What follows belongs to an exercise in optimizing a design on an open flow for small area; a production flow would make more cautious choices. At most, simulation tests tie the RTL to the original design; equivalence was not proved. No activity file was given, so power comes from the tool's default toggle rates.

Design cpsd_top, start of the top module:
module cpsd_top
  #(parameter DATA_WIDTH = 16)
  (
    input rstn,
    input en,
    input clk,
    input start,
    input [DATA_WIDTH - 1 : 0] xin,
    input [DATA_WIDTH - 1 : 0] max,
    input qrs,
    output normal,
    output AF,
    output VF,
    output [DATA_WIDTH - 1 : 0] cpsd
  );
export LEC_CHECK = 0
export ABC_AREA = 1
export CAP_MARGIN = 20
export CORE_MARGIN = 2
export CORE_UTILIZATION = 55
export CTS_BUF_LIST = sky130_fd_sc_hd__clkbuf_8
export CTS_CLUSTER_DIAMETER = 60
export CTS_CLUSTER_SIZE = 16
export GPL_TIMING_DRIVEN = 0
export PLACE_DENSITY = 0.65
export SLEW_MARGIN = 20
create_clock -name core_clock -period 120.0 [get_ports {clk}]
standard.sh (not shown) runs the stock make flow with config.mk's settings and CLKGATE_MAP_FILE= SYNTH_SCRIPT=/design/flow/synth_recipe.tcl, a recipe that flattens the netlist after the stock synthesis.
==> flow/flow/run.sh <==
#!/bin/bash
# Own layout flow: the standard flow (standard.sh) with three changes.
#  1. Technology mapping: ABC maps the logic with an area-oriented script
#     (flow/abc_map.script) instead of the default one. Everything before
#     that step is the standard synthesis, so the registers are the same.
#  2. Clock tree: leaf clusters of up to 16 sinks driven by clkbuf_8, and no
#     dummy loads.
#  3. Port buffers: buf_1 instead of the default delay buffer.
#  4. No separate full/half-adder extraction before ABC (ADDER_MAP_FILE
#     empty): ABC maps the adders with the rest of the logic.
# Each tool's output goes to its own log: flow_make.log (make), and ORFS's
# per-step logs under orfs/logs.
set -euo pipefail
W=$(pwd)
ORIG=$(grep -o 'SYNTH_SCRIPT=[^ ]*' standard.sh | head -1 | cut -d= -f2 | tr -d "'")
cat > "$W/own_synth.tcl" <<EOF
proc abc {args} {
  set i [lsearch -exact \$args -script]
  if {\$i >= 0} { lset args [expr {\$i + 1}] $W/flow/abc_map.script }
  yosys abc {*}\$args
}
source $ORIG
EOF
bash standard.sh \
  "SYNTH_SCRIPT=$W/own_synth.tcl" \
  "CTS_ARGS=-sink_clustering_enable -repair_clock_nets -sink_clustering_size 16 -sink_clustering_max_diameter 60 -buf_list sky130_fd_sc_hd__clkbuf_8 -dont_use_dummy_load" \
  "BUFFER_PORTS_ARGS=-buffer_cell sky130_fd_sc_hd__buf_1" \
  "ADDER_MAP_FILE=" \
  finish > "$W/flow_make.log" 2>&1
==> flow/flow/abc_map.script <==
strash
dc2
dc2
&get -n
&dch -f
&nf -a -R 1000
&put
The baseline finished clean.
==> next run, changes <==
Settings changed: CORE_UTILIZATION 55 to 48, GPL_TIMING_DRIVEN 0 to not set, PLACE_DENSITY 0.65 to 0.6.
Die area rises by about 14%. Total power is lower by about 1.2%. Utilization decreases by 9.6 points.
==> next run, changes <==
--- a/flow/flow/run.sh
+++ b/flow/flow/run.sh
@@ -5,3 +5,3 @@
 #     that step is the standard synthesis, so the registers are the same.
-#  2. Clock tree: leaf clusters of up to 16 sinks driven by clkbuf_8, and no
+#  2. Clock tree: leaf clusters of up to 18 sinks driven by clkbuf_8, and no
 #     dummy loads.
@@ -25,3 +25,3 @@
   "SYNTH_SCRIPT=$W/own_synth.tcl" \
-  "CTS_ARGS=-sink_clustering_enable -repair_clock_nets -sink_clustering_size 16 -sink_clustering_max_diameter 60 -buf_list sky130_fd_sc_hd__clkbuf_8 -dont_use_dummy_load" \
+  "CTS_ARGS=-sink_clustering_enable -repair_clock_nets -sink_clustering_size 18 -sink_clustering_max_diameter 45 -buf_list sky130_fd_sc_hd__clkbuf_8 -dont_use_dummy_load" \
   "BUFFER_PORTS_ARGS=-buffer_cell sky130_fd_sc_hd__buf_1" \
Settings changed: CORE_UTILIZATION 48 to 55, PLACE_DENSITY 0.6 to 0.65.
Effect: The changed run completed with no timing, DRC or antenna violations. Clock-buffer cell count came out higher by 26. Total power came out higher by 1.8%. Final cell count came out lower by 4.4%. Cell area barely changes.
==> next run, changes <==
--- a/flow/flow/run.sh
+++ b/flow/flow/run.sh
@@ -5,3 +5,3 @@
 #     that step is the standard synthesis, so the registers are the same.
-#  2. Clock tree: leaf clusters of up to 18 sinks driven by clkbuf_8, and no
+#  2. Clock tree: leaf clusters of up to 16 sinks driven by clkbuf_8, and no
 #     dummy loads.
@@ -25,3 +25,3 @@
   "SYNTH_SCRIPT=$W/own_synth.tcl" \
-  "CTS_ARGS=-sink_clustering_enable -repair_clock_nets -sink_clustering_size 18 -sink_clustering_max_diameter 45 -buf_list sky130_fd_sc_hd__clkbuf_8 -dont_use_dummy_load" \
+  "CTS_ARGS=-sink_clustering_enable -repair_clock_nets -sink_clustering_size 16 -sink_clustering_max_diameter 60 -buf_list sky130_fd_sc_hd__clkbuf_8 -dont_use_dummy_load" \
   "BUFFER_PORTS_ARGS=-buffer_cell sky130_fd_sc_hd__buf_1" \
==> flow/flow/abc_map.script (replaced) <==
strash
dc2
dc2
&get -n
&dch -f
&nf -a -R 1000
&put
topo
stime -c
buffer -c
upsize -c
dnsize -c
Effect:
- The changed run finished with timing, DRC and antenna clean
- clock power falls by 10%
- setup slack gets worse by 0.045 ns
- routed wire length came out higher by 1.9%
- clock skew decreases by 0.014 ns
- sequential power is about the same
- non-clock buffer count is higher by 18

* * *

== v6 ==
Another version of the RTL of cpsd_top (not shown whole).
Size in the first run: roughly 4500 cells after synthesis, roughly 1500 flip-flops, roughly 60000 µm² of cells after synthesis.
// cpsd_top
module cpsd_top
  #(parameter DATA_WIDTH = 16)
  (
    input rstn,
    input en,
    input clk,
    input start,
    input [DATA_WIDTH - 1 : 0] xin,
    input [DATA_WIDTH - 1 : 0] max,
    input qrs,
    output normal,
    output AF,
    output VF,
    output [DATA_WIDTH - 1 : 0] cpsd
  );
  localparam DL = 36;    
  localparam KW = 10;    
  localparam NC = 49;    
  integer i;
  reg [15:0] dl [0 : DL - 1];
  always @(posedge clk)
  begin
    if (en)
    begin
      dl[0] <= xin;
      for (i = 1; i < DL; i = i + 1)
        dl[i] <= dl[i - 1];
    end
  end
  reg [5:0] vcnt;
  always @(posedge clk or negedge rstn)
  begin
    if (!rstn)
      vcnt <= 0;
    else if (en && vcnt != DL)
      vcnt <= vcnt + 1'b1;
  end
  wire vy_valid = (vcnt >= DL - 5);
  wire vx_valid = (vcnt == DL);
  function [18:0] add19;    
    input [18:0] a;
    input [18:0] b;
    input ci;
    integer n;
    reg cy;
    begin
      cy = ci;
      for (n = 0; n < 19; n = n + 1)
      begin
        add19[n] = a[n] ^ b[n] ^ cy;
        cy = (a[n] & b[n]) | (a[n] & cy) | (b[n] & cy);
      end
    end
  endfunction
  function gt18;            
    input [17:0] a;
    input [17:0] b;
    integer n;
  ...
Settings: LEC_CHECK=0, ABC_AREA=1, CAP_MARGIN=20, CORE_MARGIN=2, CORE_UTILIZATION=45, CTS_BUF_LIST=sky130_fd_sc_hd__clkbuf_2, CTS_CLUSTER_SIZE=40, PLACE_DENSITY=0.55, SLEW_MARGIN=20; clock period 120.0 ns.
run.sh (not shown) runs the stock make flow with config.mk's settings and CLKGATE_MAP_FILE= SYNTH_SCRIPT=/design/flow/synth_recipe.tcl, a recipe that flattens the netlist after the stock synthesis.
Stock flow here: none of the scripts above is used.
Input changes introduced in v7 (baseline for comparison: v6):
- CTS_BUF_LIST now sky130_fd_sc_hd__clkbuf_4, was sky130_fd_sc_hd__clkbuf_2
- CORE_UTILIZATION now 60, was 45
- CTS_CLUSTER_SIZE no longer set, was 40
- PLACE_DENSITY now 0.7, was 0.55
Compare v7 and v6 | count of plain and timing-repair buffers lower: v7
Comparing v7 and v6, maximum number of pins on one net before global-route repair is higher on v6.
Of v7 and v6, the higher worst setup timing slack at the placement stage belongs to v7.
Re biggest fanout along the worst timing path: no difference whatsoever between v7 and v6.
Delta (v7 minus v6): wire length decreased 5700 µm, final standard cell area without fillers saw an increase, fmax neither gained nor lost much, multi-input gate share of total cell area fell 0.23 points.
No functional check of the RTL was part of any run of this note.

## separate check: timing with driven ports
How much do the figures lean on ideal ports? The routed layouts below were timed once more, with nothing changed but the port constraints. Step 1, drivers: a clkbuf_16 drives clk and a buf_2 each remaining input, both assumed. Step 2 moves the port delays by t, midway between the first and last clock arrival at a register: inputs arrive t later, outputs are due t later. That takes back most of the time a late clock gives input paths. Slacks: ideal ports / drivers / drivers and shift; pairs: ideal ports / drivers.
run | shift t [ns] | slack for setup (ns) | latest minus earliest clock arrival (ns)
the first run of note 1 | 0.841 | 70.011 / 69.991 / 69.991 | 0.131 / 0.132
the second run of note 1 | 0.857 | 70.800 / 70.773 / 70.773 | 0.133 / 0.133
the third run of note 1 | 0.877 | 70.768 / 70.746 / 70.746 | 0.112 / 0.112
the fourth run of note 1 | 0.812 | 70.724 / 70.696 / 70.696 | 0.133 / 0.133
v6 | 1.655 | 70.302 / 70.279 / 70.279 | 0.270 / 0.271
v7 | 1.223 | 70.348 / 70.323 / 70.323 | 0.170 / 0.170
After both steps setup and hold are still met in every run listed. The setup slack of the fourth run of note 1, which loses most, moves by -0.028 ns with the drivers and by -0.028 ns with both steps.
